This is an optimization exercise on Yosys and OpenROAD, whose aim is small area, not a production implementation.
Function not checked in this run: the RTL went through the layout flow alone.
Power and IR drop assume default switching activity.

### design.v
`timescale 1ns / 1ps
package lx32_arch_pkg;
  parameter int XLEN = 32;
  parameter int REG_COUNT = 32;
  localparam int REG_ADDR_WIDTH = $clog2(REG_COUNT);
  parameter int PC_WIDTH = 32;
  typedef logic [XLEN-1:0] instr_t;
  typedef logic [XLEN-1:0] data_t;
  typedef logic [REG_ADDR_WIDTH-1:0] reg_idx_t;
  typedef logic [PC_WIDTH-1:0] addr_t;
  typedef addr_t pc_t;
endpackage
`timescale 1ns / 1ps
package lx32_isa_pkg;
  typedef enum logic [6:0] {
    OP_LUI       = 7'b0110111,
    OP_AUIPC     = 7'b0010111,
    OP_JAL       = 7'b1101111,
    OP_JALR      = 7'b1100111,
    OP_BRANCH    = 7'b1100011,
    OP_LOAD      = 7'b0000011,
    OP_STORE     = 7'b0100011,
    OP_OP_IMM    = 7'b0010011,  
    OP_OP        = 7'b0110011,  
    OP_INVALID   = 7'b0000000
  } opcode_t;
endpackage
`timescale 1ns / 1ps
package lx32_alu_pkg;
  typedef enum logic [3:0] {
    ALU_ADD   = 4'd0,   
    ALU_SUB   = 4'd1,   
    ALU_SLL   = 4'd2,   
    ALU_SRL   = 4'd3,   
    ALU_SRA   = 4'd4,   
    ALU_SLT   = 4'd5,   
    ALU_SLTU  = 4'd6,   
    ALU_XOR   = 4'd7,
    ALU_OR    = 4'd8,
    ALU_AND   = 4'd9
  } alu_op_e;
endpackage
`timescale 1ns / 1ps
package lx32_branch_pkg;
  typedef enum logic [2:0] {
    BR_EQ   = 3'd0,   
    BR_NE   = 3'd1,   
    BR_LT   = 3'd2,   
    BR_GE   = 3'd3,   
    BR_LTU  = 3'd4,   
    BR_GEU  = 3'd5    
  } branch_op_e;
endpackage
`timescale 1ns / 1ps
package lx32_decode_pkg;
  localparam int INSTR_WIDTH = 32;
  localparam int SIGN_BIT    = INSTR_WIDTH - 1;
  localparam int I_IMM_BITS = 12;
  localparam int S_IMM_BITS = 12;
  localparam int B_IMM_BITS = 13; 
  localparam int U_IMM_BITS = 20;
  localparam int J_IMM_BITS = 21; 
  localparam int U_LOW_BITS = INSTR_WIDTH - U_IMM_BITS;
  function automatic logic [lx32_arch_pkg::XLEN-1:0] get_i_imm(lx32_arch_pkg::instr_t instr);
    get_i_imm = {
      {(lx32_arch_pkg::XLEN - I_IMM_BITS){instr[SIGN_BIT]}},
      instr[31:20]
    };
  endfunction
  function automatic logic [lx32_arch_pkg::XLEN-1:0] get_s_imm(lx32_arch_pkg::instr_t instr);
    get_s_imm = {
      {(lx32_arch_pkg::XLEN - S_IMM_BITS){instr[SIGN_BIT]}},
      instr[31:25],
      instr[11:7]
    };
  endfunction
  function automatic logic [lx32_arch_pkg::XLEN-1:0] get_b_imm(lx32_arch_pkg::instr_t instr);
    get_b_imm = {
      {(lx32_arch_pkg::XLEN - B_IMM_BITS){instr[SIGN_BIT]}},
      instr[31],
      instr[7],
      instr[30:25],
      instr[11:8],
      1'b0
    };
  endfunction
  /*verilator lint_off UNUSEDSIGNAL*/
  function automatic logic [lx32_arch_pkg::XLEN-1:0] get_u_imm(lx32_arch_pkg::instr_t instr);
    get_u_imm = {
      instr[31:12],
      {U_LOW_BITS{1'b0}}
    };
  endfunction
  /*verilator lint_on UNUSEDSIGNAL*/
  function automatic logic [lx32_arch_pkg::XLEN-1:0] get_j_imm(lx32_arch_pkg::instr_t instr);
    get_j_imm = {
      {(lx32_arch_pkg::XLEN - J_IMM_BITS){instr[SIGN_BIT]}},
      instr[31],
      instr[19:12],
      instr[20],
      instr[30:21],
      1'b0
    };
  endfunction
endpackage
module reg_generic #(
  parameter int WIDTH = 8
) (
  input  logic                   clk,
  input  logic                   rst,
  input  logic                   en,
  input  logic [WIDTH-1:0]       data_in,
  output logic [WIDTH-1:0]       data_out
);
  always_ff @(posedge clk or posedge rst) begin
    if (rst)
      data_out <= '0;
    else if (en)
      data_out <= data_in;
  end
endmodule
module register_file (
  input  logic        clk,
  input  logic        rst,
  input  logic [4:0]  addr_rs1,
  input  logic [4:0]  addr_rs2,
  input  logic [4:0]  addr_rd,
  input  logic [31:0] data_rd,
  input  logic        we,
  output logic [31:0] data_rs1,
  output logic [31:0] data_rs2
);
  logic [31:0] regs_out [31:0];
  assign regs_out[0] = 32'h0;
  /*verilator lint_off UNUSEDSIGNAL*/
  logic [31:0] write_en;
  /*verilator lint_on UNUSEDSIGNAL*/
  assign write_en = (we && (addr_rd != 5'd0)) ? (32'b1 << addr_rd) : 32'b0;
  genvar i;
  generate
    for (i = 1; i < 32; i++) begin : gen_registers
      reg_generic #(
        .WIDTH(32)
      ) reg_inst (
        .clk      (clk),
        .rst      (rst),
        .en       (write_en[i]),
        .data_in  (data_rd),
        .data_out (regs_out[i])
      );
    end
  endgenerate
  assign data_rs1 = regs_out[addr_rs1];
  assign data_rs2 = regs_out[addr_rs2];
endmodule
module alu #(
  parameter int WIDTH = 32
) (
  input  logic [WIDTH-1:0]              src_a,
  input  logic [WIDTH-1:0]              src_b,
  input  lx32_alu_pkg::alu_op_e         alu_control,
  output logic [WIDTH-1:0]              alu_result
);
  localparam int SHAMT_WIDTH = $clog2(WIDTH);
  logic [SHAMT_WIDTH-1:0] shamt;
  assign shamt = src_b[SHAMT_WIDTH-1:0];
  always_comb begin
    alu_result = '0;
    unique case (alu_control)
      lx32_alu_pkg::ALU_ADD  : alu_result = src_a + src_b;
      lx32_alu_pkg::ALU_SUB  : alu_result = src_a - src_b;
      lx32_alu_pkg::ALU_SLL  : alu_result = src_a << shamt;
      lx32_alu_pkg::ALU_SRL  : alu_result = src_a >> shamt;
      lx32_alu_pkg::ALU_SRA  : alu_result = $signed(src_a) >>> shamt;
      lx32_alu_pkg::ALU_SLT  : alu_result = {
                              {(WIDTH-1){1'b0}},
                              ($signed(src_a) < $signed(src_b))
                            };
      lx32_alu_pkg::ALU_SLTU : alu_result = {
                              {(WIDTH-1){1'b0}},
                              (src_a < src_b)
                            };
      lx32_alu_pkg::ALU_XOR  : alu_result = src_a ^ src_b;
      lx32_alu_pkg::ALU_OR   : alu_result = src_a | src_b;
      lx32_alu_pkg::ALU_AND  : alu_result = src_a & src_b;
    endcase
  end
endmodule
module branch_unit #(
  parameter int WIDTH = 32
) (
  input  logic [WIDTH-1:0]                src_a,
  input  logic [WIDTH-1:0]                src_b,
  input  logic                            is_branch,
  input  lx32_branch_pkg::branch_op_e     branch_op,
  output logic                            branch_taken
);
  logic compare_result;
  always_comb begin
    compare_result = 1'b0;
    case (branch_op)
      lx32_branch_pkg::BR_EQ  : compare_result = (src_a == src_b);
      lx32_branch_pkg::BR_NE  : compare_result = (src_a != src_b);
      lx32_branch_pkg::BR_LT  : compare_result = ($signed(src_a) <  $signed(src_b));
      lx32_branch_pkg::BR_GE  : compare_result = ($signed(src_a) >= $signed(src_b));
      lx32_branch_pkg::BR_LTU : compare_result = ($unsigned(src_a) <  $unsigned(src_b));
      lx32_branch_pkg::BR_GEU : compare_result = ($unsigned(src_a) >= $unsigned(src_b));
      default: compare_result = 1'b0;
    endcase
  end
  assign branch_taken = is_branch & compare_result;
endmodule
module control_unit (
    input lx32_isa_pkg::opcode_t       opcode,
    input logic                  [2:0] funct3,
    input logic                        funct7_5,
    output logic                              reg_write,
    output logic                              alu_src,
    output logic                              mem_write,
    output logic                        [1:0] result_src,
    output logic                              branch,
    output logic                              jump,
    output logic                              jalr,
    output logic                              src_a_pc,
    output lx32_branch_pkg::branch_op_e       branch_op,
    output lx32_alu_pkg::alu_op_e alu_control
);
  typedef enum logic [1:0] {
    ALU_MAIN_ADD  = 2'b00,   
    ALU_MAIN_SUB  = 2'b01,   
    ALU_MAIN_FUNC = 2'b10,   
    ALU_MAIN_RSVD = 2'b11    
  } alu_main_e;
  alu_main_e alu_op_main;
  always_comb begin
    reg_write   = 1'b0;
    alu_src     = 1'b0;
    mem_write   = 1'b0;
    result_src  = 2'b00;
    branch      = 1'b0;
    jump        = 1'b0;
    jalr        = 1'b0;
    src_a_pc    = 1'b0;
    branch_op   = lx32_branch_pkg::BR_EQ;
    alu_op_main = ALU_MAIN_ADD;
    case (opcode)
      lx32_isa_pkg::OP_LOAD: begin
        reg_write  = 1'b1;
        alu_src    = 1'b1;
        result_src = 2'b01;
      end
      lx32_isa_pkg::OP_STORE: begin
        alu_src   = 1'b1;
        mem_write = 1'b1;
      end
      lx32_isa_pkg::OP_LUI: begin
        reg_write  = 1'b1;
        alu_src    = 1'b1;
        result_src = 2'b11;  
      end
      lx32_isa_pkg::OP_AUIPC: begin
        reg_write   = 1'b1;
        alu_src     = 1'b1;
        src_a_pc    = 1'b1;
        alu_op_main = ALU_MAIN_ADD;
      end
      lx32_isa_pkg::OP_JAL: begin
        reg_write  = 1'b1;
        result_src = 2'b10;  
        jump       = 1'b1;
      end
      lx32_isa_pkg::OP_JALR: begin
        reg_write  = 1'b1;
        result_src = 2'b10;  
        jump       = 1'b1;
        jalr       = 1'b1;
        alu_src    = 1'b1;
      end
      lx32_isa_pkg::OP_OP: begin
        reg_write   = 1'b1;
        alu_op_main = ALU_MAIN_FUNC;
      end
      lx32_isa_pkg::OP_OP_IMM: begin
        reg_write   = 1'b1;
        alu_src     = 1'b1;
        alu_op_main = ALU_MAIN_FUNC;
      end
      lx32_isa_pkg::OP_BRANCH: begin
        branch      = 1'b1;
        alu_op_main = ALU_MAIN_SUB;
        case (funct3)
          3'b000:  branch_op = lx32_branch_pkg::BR_EQ;
          3'b001:  branch_op = lx32_branch_pkg::BR_NE;
          3'b100:  branch_op = lx32_branch_pkg::BR_LT;
          3'b101:  branch_op = lx32_branch_pkg::BR_GE;
          3'b110:  branch_op = lx32_branch_pkg::BR_LTU;
          3'b111:  branch_op = lx32_branch_pkg::BR_GEU;
          default: branch_op = lx32_branch_pkg::BR_EQ;
        endcase
      end
      default: ;
    endcase
  end
  always_comb begin
    alu_control = lx32_alu_pkg::ALU_ADD;
    case (alu_op_main)
      ALU_MAIN_ADD: alu_control = lx32_alu_pkg::ALU_ADD;
      ALU_MAIN_SUB: alu_control = lx32_alu_pkg::ALU_SUB;
      ALU_MAIN_FUNC: begin
        case (funct3)
          3'b000: alu_control = (opcode == lx32_isa_pkg::OP_OP && funct7_5) ? lx32_alu_pkg::ALU_SUB : lx32_alu_pkg::ALU_ADD;
          3'b001: alu_control = lx32_alu_pkg::ALU_SLL;
          3'b010: alu_control = lx32_alu_pkg::ALU_SLT;
          3'b011: alu_control = lx32_alu_pkg::ALU_SLTU;
          3'b100: alu_control = lx32_alu_pkg::ALU_XOR;
          3'b101: alu_control = funct7_5 ? lx32_alu_pkg::ALU_SRA : lx32_alu_pkg::ALU_SRL;
          3'b110: alu_control = lx32_alu_pkg::ALU_OR;
          3'b111: alu_control = lx32_alu_pkg::ALU_AND;
          default: alu_control = lx32_alu_pkg::ALU_ADD;
        endcase
      end
      default: alu_control = lx32_alu_pkg::ALU_ADD;
    endcase
  end
endmodule
module imm_gen (
  input  logic [31:0] instr,
  output logic [31:0] imm
);
  lx32_isa_pkg::opcode_t opcode;
  assign opcode = lx32_isa_pkg::opcode_t'(instr[6:0]);
  always_comb begin
    imm = 32'b0;
    case (opcode)
      lx32_isa_pkg::OP_OP_IMM,
      lx32_isa_pkg::OP_LOAD,
      lx32_isa_pkg::OP_JALR: begin
        imm = lx32_decode_pkg::get_i_imm(instr);
      end
      lx32_isa_pkg::OP_STORE: begin
        imm = lx32_decode_pkg::get_s_imm(instr);
      end
      lx32_isa_pkg::OP_BRANCH: begin
        imm = lx32_decode_pkg::get_b_imm(instr);
      end
      lx32_isa_pkg::OP_LUI,
      lx32_isa_pkg::OP_AUIPC: begin
        imm = lx32_decode_pkg::get_u_imm(instr);
      end
      lx32_isa_pkg::OP_JAL: begin
        imm = lx32_decode_pkg::get_j_imm(instr);
      end
      default: begin
        imm = 32'b0;
      end
    endcase
  end
endmodule
module lsu (
  input  logic [31:0] alu_result,    
  input  logic [31:0] write_data,    
  input  logic        mem_write,     
  output logic [31:0] mem_addr,      
  output logic [31:0] mem_wdata,     
  output logic        mem_we         
);
  assign mem_addr  = alu_result;
  assign mem_wdata = write_data;
  assign mem_we    = mem_write;
endmodule
module lx32_system (
  input  logic        clk,
  input  logic        rst,
  output logic [31:0] pc_out,
  input  logic [31:0] instr,
  output logic [31:0] mem_addr,
  output logic [31:0] mem_wdata,
  input  logic [31:0] mem_rdata,
  output logic        mem_we
);
  logic [31:0] pc, next_pc;
  logic [31:0] rs1_data, rs2_data, imm_ext;
  logic [31:0] alu_a, alu_b, alu_res, rd_data;
  logic        reg_write, alu_src, mem_write;
  logic        branch_en, branch_taken, jump, jalr, src_a_pc;
  logic [1:0]  result_src;
  lx32_alu_pkg::alu_op_e     alu_control;
  lx32_branch_pkg::branch_op_e  branch_op_ctrl;  
  /*verilator lint_off SYNCASYNCNET*/
  always_ff @(posedge clk or posedge rst) begin
    if (rst) pc <= 32'h0;
    else     pc <= next_pc;
  end
  /*verilator lint_on SYNCASYNCNET*/
  assign pc_out  = pc;
  assign next_pc = jump
                 ? (jalr ? ((rs1_data + imm_ext) & 32'hFFFF_FFFE) : (pc + imm_ext))
                 : ((branch_en && branch_taken) ? (pc + imm_ext) : (pc + 4));
  control_unit ctrl (
    .opcode      (lx32_isa_pkg::opcode_t'(instr[6:0])),
    .funct3      (instr[14:12]),
    .funct7_5    (instr[30]),
    .reg_write   (reg_write),
    .alu_src     (alu_src),
    .mem_write   (mem_write),
    .result_src  (result_src),
    .branch      (branch_en),
    .jump        (jump),
    .jalr        (jalr),
    .src_a_pc    (src_a_pc),
    .branch_op   (branch_op_ctrl),  
    .alu_control (alu_control)
  );
  register_file rf (
    .clk      (clk),
    .rst      (rst),
    .addr_rs1 (instr[19:15]),
    .addr_rs2 (instr[24:20]),
    .addr_rd  (instr[11:7]),
    .data_rd  (rd_data),
    .we       (reg_write),
    .data_rs1 (rs1_data),
    .data_rs2 (rs2_data)
  );
  imm_gen igen (
    .instr (instr),
    .imm   (imm_ext)
  );
  assign alu_a = src_a_pc ? pc : rs1_data;
  assign alu_b = alu_src ? imm_ext : rs2_data;
  alu core_alu (
    .src_a       (alu_a),
    .src_b       (alu_b),
    .alu_control (alu_control),
    .alu_result  (alu_res)
  );
  branch_unit core_branch_unit (
    .src_a        (rs1_data),        
    .src_b        (rs2_data),        
    .is_branch    (branch_en),
    .branch_op    (branch_op_ctrl),  
    .branch_taken (branch_taken)
  );
  lsu core_lsu (
    .alu_result (alu_res),
    .write_data (rs2_data),
    .mem_write  (mem_write),
    .mem_addr   (mem_addr),
    .mem_wdata  (mem_wdata),
    .mem_we     (mem_we)
  );
  always_comb begin
    case (result_src)
      2'b01:   rd_data = mem_rdata;  
      2'b10:   rd_data = pc + 32'd4;  
      2'b11:   rd_data = imm_ext;     
      default: rd_data = alu_res;    
    endcase
  end
endmodule
### run.sh
#!/bin/bash
# synth_recipe.tcl (not shown) runs the flow's synth.tcl, then flattens the netlist and writes it again
# the make line also repeats each setting of config.mk as NAME=value (left out here)
make -C /OpenROAD-flow-scripts/flow DESIGN_CONFIG=/design/flow/config.mk WORK_HOME=/design/flow/orfs CLKGATE_MAP_FILE= SYNTH_SCRIPT=/design/flow/synth_recipe.tcl finish
### config.mk
export PLATFORM = sky130hd
export DESIGN_NAME = lx32_system
export DESIGN_NICKNAME = lx32_system
export VERILOG_FILES = /design/flow/design.v
export SDC_FILE = /design/flow/constraint.sdc
export NUM_CORES = 4
export LEC_CHECK = 0
export ABC_CLOCK_PERIOD_IN_PS = 11500
export CAP_MARGIN = 20
export CORE_MARGIN = 2
export CORE_UTILIZATION = 30
export PLACE_DENSITY = 0.4
export SETUP_SLACK_MARGIN = 0.2
export SLEW_MARGIN = 20
### constraint.sdc
create_clock -name core_clock -period 13.0 [get_ports {clk}]
set_input_delay 2.6000 -clock core_clock [delete_from_list [all_inputs] [get_ports {clk}]]
set_output_delay 2.6000 -clock core_clock [all_outputs]
set_load 0.01 [all_outputs]
==> results.toml <==
[detailed_routing]
detail_route.drc_violations = 0
via_per_inst = 6.54
drt-pass1-iter-count = 8
dr_total_vias = 74552
wl_per_cell_um = 42.0
drt_wl_total_um = 479000
drt_iter0_drc = 10457
drtAntennaViolNets = 0

[clock_tree]
clk_pin_slew_ns = 0.06
cts_inserted_buffers = 131
clkLatencyLatePin_ns = 0.83
clkSinkCount = 1024
root_buffer = "clkbuf_16"
cts_tree = "done"
ctsHoldBuffers = 0
clock_tree.buffer_depth = 3
htreeDepth = 4

[worst_setup_path]
cell_family_with_most_cp_delay = "simple AND/OR/NAND/NOR gates"
path_class = "primary input to output port"
worstPathRequired_ns = 10.40
cp_slowest_cell = "nor2_4"
r2r_setup_slack_ns = 5.26
worstPathArrival_ns = 10.11
startpoint_type = "primary input"
cp_cell_sequence = "buf_2 > or3b_2 > nor2_4 > a22oi_1 > and4_1 > o2111ai_1 > or3_1 > a21oi_1 > ha_1 > and4_1 > o211ai_1 > a31oi_1 > buf_4 > o21ba_2 > o211ai_1 > a211oi_1 > nor2_1 > o21a_1 > o21ai_0 > mux2_2 > a2111o_1 > or2_2 > clkdlybuf4s50_1"
timing.critical_path.slowest_cell_delay_ns = 0.81
r2r-start = "rf.gen_registers[8].reg_inst.data_out[31]$_DFFE_PP0P_"
first_element_of_the_critical_path = "instr[22]"
critical_path_buf_inv_count = 3
worstPathMaxFanout = 23
endpoint_kind = "output port"

[timing]
clock-skew-final_ns = 0.0305
timing_hold_violations_final = 0
worst-slew-pin-transition_ns = 1.25
final.min_clock_period_ns = 12.71
final.setup.tns_ns = 0
clock.fmax_ghz = 0.0787
maxSlewViolCount = 0
setup_ws_ns = 0.293
setup_repair_after_global_routing_missed_its_margin = "no"
min_period_over_period_pct = 97.7
slew-limit-headroom_pct = 16.6
setup_violating_endpoint_count_in_the_final_report = 0

[cells_and_area]
seqCellArea_sq_um = 25600
mostFrequentLayoutCell = "nand2_1"
area_growth_pct = 17.2
drive_above_1_share_pct = 12.6
fill_cells = 23440
final_nets = 8543
most-common-layout-cells = "1,186 x nand2_1, 1,024 x dfrtp_1, 869 x o21ai_0, 541 x a22oi_1, 452 x nor2_1"
final-instance-count-excl-fill = 11396
multiInputGateArea_sq_um = 39800

[flow_run]
maxCapViolCount = 0

[grt]
globalRoute.totalOverflow = 0
antenna_found_initial = 40
grt_first_pass_wirelength_um = 640000
vias_in_the_first_global_route = 69819
grt_max_degree = 172
grtUsageTotal_pct = 40.4

[die]
rows = 174
die_width_um = 480
ios = 163
dieArea_sq_um = 230000
floorplan.initialDensity_pct = 30.2
core-area_sq_um = 225000
chipHeight_um = 480

[placed_design]
finalWeightedCongestion = 1.05
hpwlAfterDp_um = 346000
placement.io_buffers = 162
placement.setup.worst_slack_ns = 0.0237
place_inst = 11132

[synth]
synthArstFlopShare_pct = 100
synth-edff-count = 0
synth_cell_types = 99
synth_seq_area_share_pct = 37.7
ys_warn_count = 9
synth_nets = 8538
synthesis.area_per_instance_sq_um = 8.22
synth_largest_type_area_fraction_pct = 37.7
total_of_flip_flops_plus_latches_after_synthesis = 1024
synthesis.area_sq_um = 68000
synth_area_leader_cell = "dfrtp_1"
prevailing_post_synth_register_cell = "dfrtp_1"
postSynthCellCount = 8275
post_synth_main_area_contributors = "dfrtp_1 38%, nand2_1 6.7%, o21ai_0 6.5%, a22oi_1 6.0%, and3_1 3.6%"

[power]
cellPowerDensity_nw_per_um2 = 109
vdd_ir_drop_max_mv = 0.156
power.leakage_uw = 0.0355

[min_path]
min-delay-start = "rf.gen_registers[15].reg_inst.data_out[19]$_DFFE_PP0P_"
hold_path.class = "register to register"

[run_status]
run_status = "complete, no violations"
## sequential cells by signal, summed over array words and instances (netlist names)
| name | cells |
|---|---|
| pc | 32 |
| rf.gen_registers.reg_inst.data_out | 992 |
## cells in the mapped netlist (43+ instances only)
library cell,number
a22oi_1,541
o31ai_1,45
inv_1,152
xnor2_1,65
o21ai_1,91
nand2_1,1219
nor2_1,515
buf_2,69
nor3_1,102
nand4_1,131
a211oi_1,52
nor4_1,45
and3_1,387
o21ai_0,877
mux2i_1,79
o211ai_1,105
a21o_1,59
ha_1,193
nor2b_1,43
nand3_1,300
o2111ai_1,55
a21oi_1,306
a2111oi_0,76
clkbuf_1,639
dfrtp_1,1024
mux2_2,87
a31oi_1,68
a221oi_1,59
nand2b_1,51
## per-stage QoR
stage,area [sq um],power (uW),util [%],hold slack [ns]
floorplan,68000,4080,-,0.455
global placement,75000,4790,33.3,0.478
detailed placement,75000,4790,33.3,0.486
CTS,79500,8670,35.3,0.499
global route,79600,8900,35.4,0.528
finish,79700,8670,35.4,0.500
## power by group
part,switching (uW),internal [uW],total [uW]
clock,1620,2250,3880
sequential,177,3270,3440
combinational,924,422,1350
## logic make-up (layout without fill, tap and decap cells)
group / Yosys count / after routing / synth area share, %
AOI/OAI and AO/OA: 2786 / 2786 / 27.2
xor gates and xnor gates: 102 / 102 / 1.31
adders and majority gates: 197 / 197 / 3.67
buffers and inverters: 928 / 1033 / 5.40
DFF: 1024 / 1024 / 37.7
muxes: 185 / 185 / 3.19
other: 0 / 23 / 0
and+or+nand+nor: 3053 / 3054 / 21.5
## worst paths after layout
check	to	depth (start not counted)
worst min register to register	rf.gen_registers[15].reg_inst.data_out[19]$_DFFE_PP0P_	2
worst max register to register	pc[30]$_DFF_PP0_	20
worst max-delay path	mem_addr[31]	23
min in group asynchronous	pc[1]$_DFFE_PP0P_	2
worst min-delay path	rf.gen_registers[15].reg_inst.data_out[19]$_DFFE_PP0P_	2
max in group asynchronous	rf.gen_registers[18].reg_inst.data_out[20]$_DFFE_PP0P_	5
## final cells by class
type	count	share of cell area, %
clock buffers	188	4.76
multi-input cells	6324	49.9
inverters	168	0.799
flip-flops and latches	1024	32.2
well taps	2992	4.70
repair buffers	631	6.76
clock inverters	46	0.842
diodes	23	0.0722
## per-layer routing
metal	vias up	GRT usage [%]	part of all wire, %
li1	30731	-	-
met1	37417	52.0	40
met2	5068	60.4	43
met3	1324	9.98	9.4
met4	12	25.8	7.6
met5	-	0	0.017
## timing repair
item	4_1_cts	5_1_grt
buffers inserted	0	6
pin swaps	0	1
setup endpoints to repair	5	11
cloned	0	1
gates resized for setup	3	16
## worst reg2reg max path: stages, from the launching register on
cell	delay (ns)
dfrtp_1	0.42
a22oi_1	0.40
nor3_1	0.22
nor4_1	0.47
nand4b_1	0.25
buf_4	0.28
ha_1	0.90
nand4_1	0.28
nor2_1	0.18
nand3_1	0.19
or3_1	0.48
nor2_1	0.53
nand3_1	0.28
nor3_1	0.98
nor3_1	0.11
a311oi_1	0.39
o2111ai_2	0.31
nand2_1	0.16
buf_4	0.37
o22ai_1	0.21
nand3b_1	0.21

## re-timing with driven ports
Ports are ideal in the flow. The routed layout listed here was re-timed in OpenROAD. Step 1 (the two cells are an assumption about what drives the block):
set clk [get_ports {clk}]
set_driving_cell -lib_cell sky130_fd_sc_hd__clkbuf_16 $clk
set_driving_cell -lib_cell sky130_fd_sc_hd__buf_2 [delete_from_list [all_inputs] $clk]
Step 2 adds t to the input delays and takes it off the output delays; t is the mean of the earliest and latest rising clock arrival at the registers after step 1. Input paths then give back, and output paths get back, about the clock's delay inside the block. a / b / c = ideal / step 1 / step 2; a / b = the first two.
shift t [ns]: 0.907
setup slack, ns: 0.293 / 0.260 / 0.260
hold WS [ns]: 0.500 / 0.500 / 0.500
worst register clock-pin slew, ns: 0.08 / 0.08
worst slew at a driven data input, ns: 0.15
After both steps this run still meets setup and hold. The setup slack of this run moves by -0.033 ns with the drivers and by -0.033 ns with both steps.
